Background: an optimization exercise with open tools, aiming at a short achievable clock period and few clock cycles. Do not read the settings as production practice. Function was checked by simulation only, so behaviour that the tests miss may differ from the original. No activity file was given, so power comes from the tool's default toggle rates.

the previous run:
==> flow/design.v <==
module mips(input clk,
	    input rst,
	    output [31:0] pc,
	    input  [31:0] instr,
	    output [6:0]  dmem_addr,
	    input  [31:0] dmem_rdata,
	    output        wb_en,
	    output [4:0]  wb_reg,
	    output [31:0] wb_data
 );
reg [31:0] pc_f;
reg [31:0] ras;
reg        v_d;
reg [31:0] ir_d;
reg [31:1] rsoh_d, rtoh_d;
reg [31:0] pc_d, pc1_d;
reg [31:0] pred_d;
reg        wen_e;
reg [4:0]  dest_e;
reg [31:0] a_e, b_e, btgt_e;
reg        cin_e;
reg        fa_e, fb_e;
reg        and_e, or_e, slt_e, passb_e, ld_e, beq_e, jr_e;
reg        ar00_e, ar10_e, add01_e, sub01_e, add11_e, zero11_e;
reg        slt00_e, slt10_e, slt01_e;
reg        eq00_e, eq10_e, eq01_e, eq11_e;
reg [6:0]  daddr;
reg        wen_w;
reg [4:0]  dest_w;
reg [31:0] data_w;
reg        wb_en_q;
reg [4:0]  wb_reg_q;
reg [31:0] wb_data_q;
reg [31:0] rf [1:31];
reg        rst_q;
wire [5:0] op_d = ir_d[31:26];
wire [4:0] rs_d = ir_d[25:21];
wire [4:0] rt_d = ir_d[20:16];
wire [4:0] rd_d = ir_d[15:11];
wire [5:0] fn_d = ir_d[5:0];
wire [31:0] imm_d = {{16{ir_d[15]}}, ir_d[15:0]};
wire r_d    = (op_d == 6'b000000);
wire lw_d   = (op_d == 6'b100011);
wire addi_d = (op_d == 6'b001000);
wire andi_d = (op_d == 6'b001100);
wire ori_d  = (op_d == 6'b001101);
wire beq_d  = (op_d == 6'b000100);
wire jr_d   = (op_d == 6'b100000);
wire jal_d  = (op_d == 6'b111000);
wire radd_d = r_d & ((fn_d == 6'b100000) | (fn_d == 6'b011000));
wire rsub_d = r_d & (fn_d == 6'b100010);
wire rand_d = r_d & ((fn_d == 6'b100100) | (fn_d == 6'b001100));
wire ror_d  = r_d & ((fn_d == 6'b100101) | (fn_d == 6'b001101));
wire rslt_d = r_d & (fn_d == 6'b101010);
wire rok_d  = radd_d | rsub_d | rand_d | ror_d | rslt_d;
wire immop_d = addi_d | andi_d | ori_d;
wire add_d  = radd_d | addi_d;
wire inv_d  = rsub_d | rslt_d;      
wire [4:0] dest_d = rok_d ? rd_d :
                    (lw_d | immop_d) ? rt_d :
                    jal_d ? 5'd31 : 5'd0;
wire wen_d = v_d & (dest_d != 5'd0);
reg [31:0] rfa, rfb;
integer k;
always @(*) begin
	rfa = 32'd0;
	rfb = 32'd0;
	for (k = 1; k < 32; k = k + 1) begin
		rfa = rfa | ({32{rsoh_d[k]}} & rf[k]);
		rfb = rfb | ({32{rtoh_d[k]}} & rf[k]);
	end
end
wire        bpa_d = wen_w && dest_w == rs_d;
wire        bpb_d = wen_w && dest_w == rt_d;
wire [31:0] va_d = bpa_d ? data_w : rfa;
wire [31:0] vb_d = bpb_d ? data_w : rfb;
wire [31:0] A = fa_e ? data_w : a_e;
wire [31:0] B = fb_e ? data_w : b_e;
wire [32:0] ar00  = {1'b0, a_e}    + {1'b0, b_e}     + {32'd0, cin_e};
wire [32:0] ar10  = {1'b0, data_w} + {1'b0, b_e}     + {32'd0, cin_e};
wire [31:0] add01 = a_e + data_w;
wire [32:0] sub01 = {1'b0, a_e} + {1'b0, ~data_w} + 33'd1;
wire [31:0] add11 = data_w + data_w;
wire        eq00  = a_e == b_e;
wire        eq10  = data_w == b_e;
wire        eq01  = a_e == data_w;
wire        lt = (slt00_e & ~ar00[32]) | (slt10_e & ~ar10[32]) | (slt01_e & ~sub01[32]);
wire [31:0] res_alu = ({32{ar00_e}}  & ar00[31:0])
                    | ({32{ar10_e}}  & ar10[31:0])
                    | ({32{add01_e}} & add01)
                    | ({32{sub01_e}} & sub01[31:0])
                    | ({32{add11_e}} & add11)
                    | ({32{and_e}}   & (A & B))
                    | ({32{or_e}}    & (A | B))
                    | ({32{passb_e}} & B)
                    | {31'd0, lt};
wire [31:0] res;
late_or32 u_res(.a(res_alu), .s(ld_e), .b(dmem_rdata), .y(res));
wire [6:0] imm7 = ir_d[6:0];
wire [6:0] t00  = a_e[6:0] + b_e[6:0] + {6'd0, cin_e} + imm7;
wire [6:0] t10  = data_w[6:0] + b_e[6:0] + {6'd0, cin_e} + imm7;
wire [6:0] t01a = a_e[6:0] + data_w[6:0] + imm7;
wire [6:0] t01s = a_e[6:0] + ~data_w[6:0] + 7'd1 + imm7;
wire [6:0] t11  = data_w[6:0] + data_w[6:0] + imm7;
wire [6:0] lg7  = ({7{and_e}}   & (A[6:0] & B[6:0]))
                | ({7{or_e}}    & (A[6:0] | B[6:0]))
                | ({7{passb_e}} & B[6:0]);
wire [6:0] tlg  = lg7 + imm7;
wire eq = (eq00_e & eq00) | (eq10_e & eq10) | (eq01_e & eq01) | eq11_e;
wire redirect_e = (beq_e & eq) | (jr_e & ~eq);
wire [31:0] target = jr_e ? A : btgt_e;
wire afwd_d = wen_e & (dest_e == rs_d);
wire [31:0] btgt_d = pc1_d + imm_d;
wire replay_d = lw_d & afwd_d & (ld_e | slt_e);
wire bnz_d    = beq_d & (ir_d[15:0] != 16'd0);
wire [31:0] zs00 = a_e ^ b_e;
wire [31:0] zc00 = {a_e[30:0] | b_e[30:0], cin_e};
wire        z_e  = (zs00 == zc00);
wire        zchk_d = wen_e & ar00_e &
                     (((rs_d == 5'd0) & (dest_e == rt_d)) | ((rt_d == 5'd0) & (dest_e == rs_d)));
wire        bres_d  = (rs_d == rt_d) | zchk_d;            
wire btake_d  = bnz_d & ((rs_d == rt_d) | (zchk_d & z_e));
wire redirect_d = v_d & (replay_d | btake_d);
wire fa_d  = afwd_d;
wire logic_e = and_e | or_e | passb_e;
wire [6:0] daddr_d = ({7{afwd_d & ar00_e}}  & t00)
                   | ({7{afwd_d & ar10_e}}  & t10)
                   | ({7{afwd_d & add01_e}} & t01a)
                   | ({7{afwd_d & sub01_e}} & t01s)
                   | ({7{afwd_d & add11_e}} & t11)
                   | ({7{afwd_d & logic_e}} & tlg)
                   | ({7{afwd_d & zero11_e}} & imm7)
                   | ({7{~afwd_d & bpa_d}}  & (data_w[6:0] + imm7))
                   | ({7{~afwd_d & ~bpa_d}} & (rfa[6:0] + imm7));
wire fb_d  = wen_e & (dest_e == rt_d) & ~immop_d & ~jal_d & ~jr_d;
wire [31:0] pc1_f = pc_f + 32'd1;
wire [31:0] base_d = btake_d ? btgt_d : pc_d;
wire [31:0] ras_f  = (v_d & jal_d) ? pc1_d : ras;
wire        sel_j, sel_jr, sel_b;
wire [31:0] npc_f, next_pc;
npc_sel u_npc_sel(.op(instr[31:26]), .rst(rst),
                  .sj(sel_j), .sjr(sel_jr), .sb(sel_b));
ao3_32 u_npc(.sa(sel_j), .a({pc1_f[31:26], instr[25:0]}),
             .sb(sel_jr), .b(ras_f),
             .sc(sel_b), .c(pc1_f), .y(npc_f));
ao3_32 u_npc_r(.sa(redirect_e & ~rst), .a(target),
               .sb(redirect_d & ~redirect_e & ~rst), .b(base_d),
               .sc(~redirect_e & ~redirect_d), .c(npc_f), .y(next_pc));
wire go = v_d & ~redirect_e & ~replay_d;
integer i;
always @(posedge clk) begin
	pc_f <= next_pc;
	if (rst) begin
		ras   <= 32'd0;
		v_d   <= 1'b0;
		wen_e <= 1'b0;
		beq_e <= 1'b0;
		jr_e  <= 1'b0;
		wen_w <= 1'b0;
		wb_en_q <= 1'b0;
	end else begin
		if (v_d & jal_d)
			ras <= pc1_d;
		v_d   <= ~redirect_e & ~redirect_d;
		wen_e <= go & wen_d;
		beq_e <= go & bnz_d & ~bres_d;
		jr_e  <= go & jr_d;
		wen_w <= wen_e;
		wb_en_q <= wen_w;
	end
end
always @(posedge clk) begin
	ir_d    <= instr;
	rsoh_d  <= 32'd1 << instr[25:21] >> 1;
	rtoh_d  <= 32'd1 << instr[20:16] >> 1;
	pc_d    <= pc_f;
	pc1_d   <= pc1_f;
	pred_d  <= ras_f;
	dest_e  <= dest_d;
	a_e     <= va_d;
	b_e     <= immop_d ? imm_d : jal_d ? pc1_d : jr_d ? pred_d : inv_d ? ~vb_d : vb_d;
	cin_e   <= inv_d;
	btgt_e  <= btgt_d;
	fa_e    <= fa_d;
	fb_e    <= fb_d;
	ar00_e  <= (add_d | rsub_d) & ~fa_d & ~fb_d;
	ar10_e  <= (add_d | rsub_d) &  fa_d & ~fb_d;
	add01_e <= add_d  & ~fa_d &  fb_d;
	sub01_e <= rsub_d & ~fa_d &  fb_d;
	add11_e <= add_d  &  fa_d &  fb_d;
	zero11_e <= rsub_d &  fa_d &  fb_d;
	slt00_e <= rslt_d & ~fa_d & ~fb_d;
	slt10_e <= rslt_d &  fa_d & ~fb_d;
	slt01_e <= rslt_d & ~fa_d &  fb_d;
	eq00_e  <= ~fa_d & ~fb_d;
	eq10_e  <=  fa_d & ~fb_d;
	eq01_e  <= ~fa_d &  fb_d;
	eq11_e  <=  fa_d &  fb_d;
	and_e   <= rand_d | andi_d;
	or_e    <= ror_d | ori_d;
	slt_e   <= rslt_d;
	passb_e <= jal_d;
	ld_e    <= lw_d;
	daddr   <= daddr_d;
	dest_w  <= dest_e;
	data_w  <= res;
	wb_reg_q  <= dest_w;
	wb_data_q <= data_w;
end
always @(posedge clk)
	rst_q <= rst;
always @(posedge clk) begin
	if (rst_q) begin
		for (i = 1; i < 32; i = i + 1)
			rf[i] <= 32'd0;
	end else if (wen_w)
		rf[dest_w] <= data_w;
end
assign pc        = pc_f;
assign dmem_addr = daddr;
assign wb_en     = wb_en_q;
assign wb_reg    = wb_reg_q;
assign wb_data   = wb_data_q;
endmodule
module late_or32(input [31:0] a, input s, input [31:0] b, output [31:0] y);
assign y = a | (b & {32{s}});
endmodule
module npc_sel(input [5:0] op, input rst, output sj, output sjr, output sb);
wire j  = (op == 6'b110000) | (op == 6'b111000);
wire jr = (op == 6'b100000);
assign sj  = ~rst & j;
assign sjr = ~rst & jr;
assign sb  = ~rst & ~(j | jr);
endmodule
module ao3_32(input sa, input [31:0] a, input sb, input [31:0] b, input sc, input [31:0] c,
              output [31:0] y);
assign y = ({32{sa}} & a) | ({32{sb}} & b) | ({32{sc}} & c);
endmodule
Settings: LEC_CHECK=0, CAP_MARGIN=20, CELL_PAD_IN_SITES_DETAIL_PLACEMENT=1, CELL_PAD_IN_SITES_GLOBAL_PLACEMENT=1, CORE_MARGIN=2, CORE_UTILIZATION=40, SLEW_MARGIN=20, SYNTH_HIERARCHICAL=1; clock period 9.0 ns.
standard.sh (not shown) runs the stock make flow with config.mk's settings and CLKGATE_MAP_FILE= SYNTH_SCRIPT=/design/flow/synth_recipe.tcl, a recipe that flattens the netlist after the stock synthesis.
==> flow/flow/run.sh <==
#!/bin/bash
# Standard layout, with timing repair aimed well below the 9 ns clock so the
# paths are made as short as the tools can: a tight margin up to CTS, a milder
# one for the repair after global routing. Each tool's output goes to a log here.
set -euo pipefail
bash standard.sh SETUP_SLACK_MARGIN=${MARGIN1:-6.3} synth floorplan place cts > standard_to_cts.log 2>&1
bash standard.sh SETUP_SLACK_MARGIN=${MARGIN2:-6.3} finish > standard_finish.log 2>&1
Testbench counts of the previous run, summed over its fixed seeds: cycles 17,386.
--- input diff the previous run..the current run ---
-- flow/design.v --
<<< the previous run, line 77
wire [31:0] A = fa_e ? data_w : a_e;
wire [31:0] B = fb_e ? data_w : b_e;
wire [32:0] ar00  = {1'b0, a_e}    + {1'b0, b_e}     + {32'd0, cin_e};
wire [32:0] ar10  = {1'b0, data_w} + {1'b0, b_e}     + {32'd0, cin_e};
wire [31:0] add01 = a_e + data_w;
wire [32:0] sub01 = {1'b0, a_e} + {1'b0, ~data_w} + 33'd1;
wire [31:0] add11 = data_w + data_w;
wire        eq00  = a_e == b_e;
>>> the current run, line 77
wire [31:0] A = fa_e ? data_w : a_e;
wire [31:0] B = fb_e ? data_w : b_e;
wire [33:0] ar00w = {1'b0, a_e, 1'b1}    + {1'b0, b_e, cin_e};
wire [33:0] ar10w = {1'b0, data_w, 1'b1} + {1'b0, b_e, cin_e};
wire [33:0] sub01w = {1'b0, a_e, 1'b1}   + {1'b0, ~data_w, 1'b1};
wire [32:0] ar00  = ar00w[33:1];
wire [32:0] ar10  = ar10w[33:1];
wire [32:0] sub01 = sub01w[33:1];
wire [31:0] add01 = a_e + data_w;
wire [31:0] add11 = data_w + data_w;
wire        eq00  = a_e == b_e;
<<< the previous run, line 98
late_or32 u_res(.a(res_alu), .s(ld_e), .b(dmem_rdata), .y(res));
wire [6:0] imm7 = ir_d[6:0];
wire [6:0] t00  = a_e[6:0] + b_e[6:0] + {6'd0, cin_e} + imm7;
wire [6:0] t10  = data_w[6:0] + b_e[6:0] + {6'd0, cin_e} + imm7;
wire [6:0] t01a = a_e[6:0] + data_w[6:0] + imm7;
wire [6:0] t01s = a_e[6:0] + ~data_w[6:0] + 7'd1 + imm7;
wire [6:0] t11  = data_w[6:0] + data_w[6:0] + imm7;
wire [6:0] lg7  = ({7{and_e}}   & (A[6:0] & B[6:0]))
>>> the current run, line 101
late_or32 u_res(.a(res_alu), .s(ld_e), .b(dmem_rdata), .y(res));
wire [6:0] imm7 = ir_d[6:0];
wire [7:0] t00w  = {a_e[6:0], 1'b1}    + {b_e[6:0], cin_e}    + {imm7, 1'b0};
wire [7:0] t10w  = {data_w[6:0], 1'b1} + {b_e[6:0], cin_e}    + {imm7, 1'b0};
wire [7:0] t01sw = {a_e[6:0], 1'b1}    + {~data_w[6:0], 1'b1} + {imm7, 1'b0};
wire [6:0] t00  = t00w[7:1];
wire [6:0] t10  = t10w[7:1];
wire [6:0] t01a = a_e[6:0] + data_w[6:0] + imm7;
wire [6:0] t01s = t01sw[7:1];
wire [6:0] t11  = data_w[6:0] + data_w[6:0] + imm7;
wire [6:0] lg7  = ({7{and_e}}   & (A[6:0] & B[6:0]))
==> comparison <==
- Summary: wire length of the first global-routing pass, the current run better than the previous run
- Diff the current run..the previous run | starting density of the core | negligible
- Route | the current run vs the previous run | wire shorter in the current run
- The met1 layer wirelength in the final routing of the current run falls short of that of the previous run by 2.1%.
- Number of distinct library cell variants in the gate-level netlist after synthesis on the current run is down relative to the previous run.
- The current run improves on the previous run in area of all placed cells without fillers.
- Diff the previous run -> the current run: all-layer global routing usage now sits lower; largest net degree at the start of global routing now sits higher; sequential cell count now sits at about the same level; relative area change from synthesis to final layout now sits lower.
- [diff] sum of internal, switching and leakage power, the current run relative to the previous run: regression
Testbench counts of the current run, summed over its fixed seeds: cycles 17,386.

## re-timing with driven ports
The results above use ideal ports. As a check the final layouts listed here were re-extracted and re-timed, cells and wires unchanged.
Step 1 assumes that a clkbuf_16 drives the clock port and a buf_2 every other input.
Step 2, shift: input delay + t, output delay - t, t = (earliest + latest rising clock arrival at the registers) / 2. This alone moves slack from input paths to output paths.
a / b / c = no drivers / after step 1 / after step 2; a / b = the first two.
| run | t, ns | setup WS [ns] | worst setup path at the end |
|---|---|---|---|
| the previous run | 0.954 | 5.261 / 5.261 / 4.791 | input to register |
| the current run | 0.941 | 5.114 / 5.114 / 4.755 | input to register |
After both steps every run listed still meets setup and hold. For the previous run, which loses most, drivers alone change the setup slack by 0.000 ns; drivers and shift together by -0.470 ns.
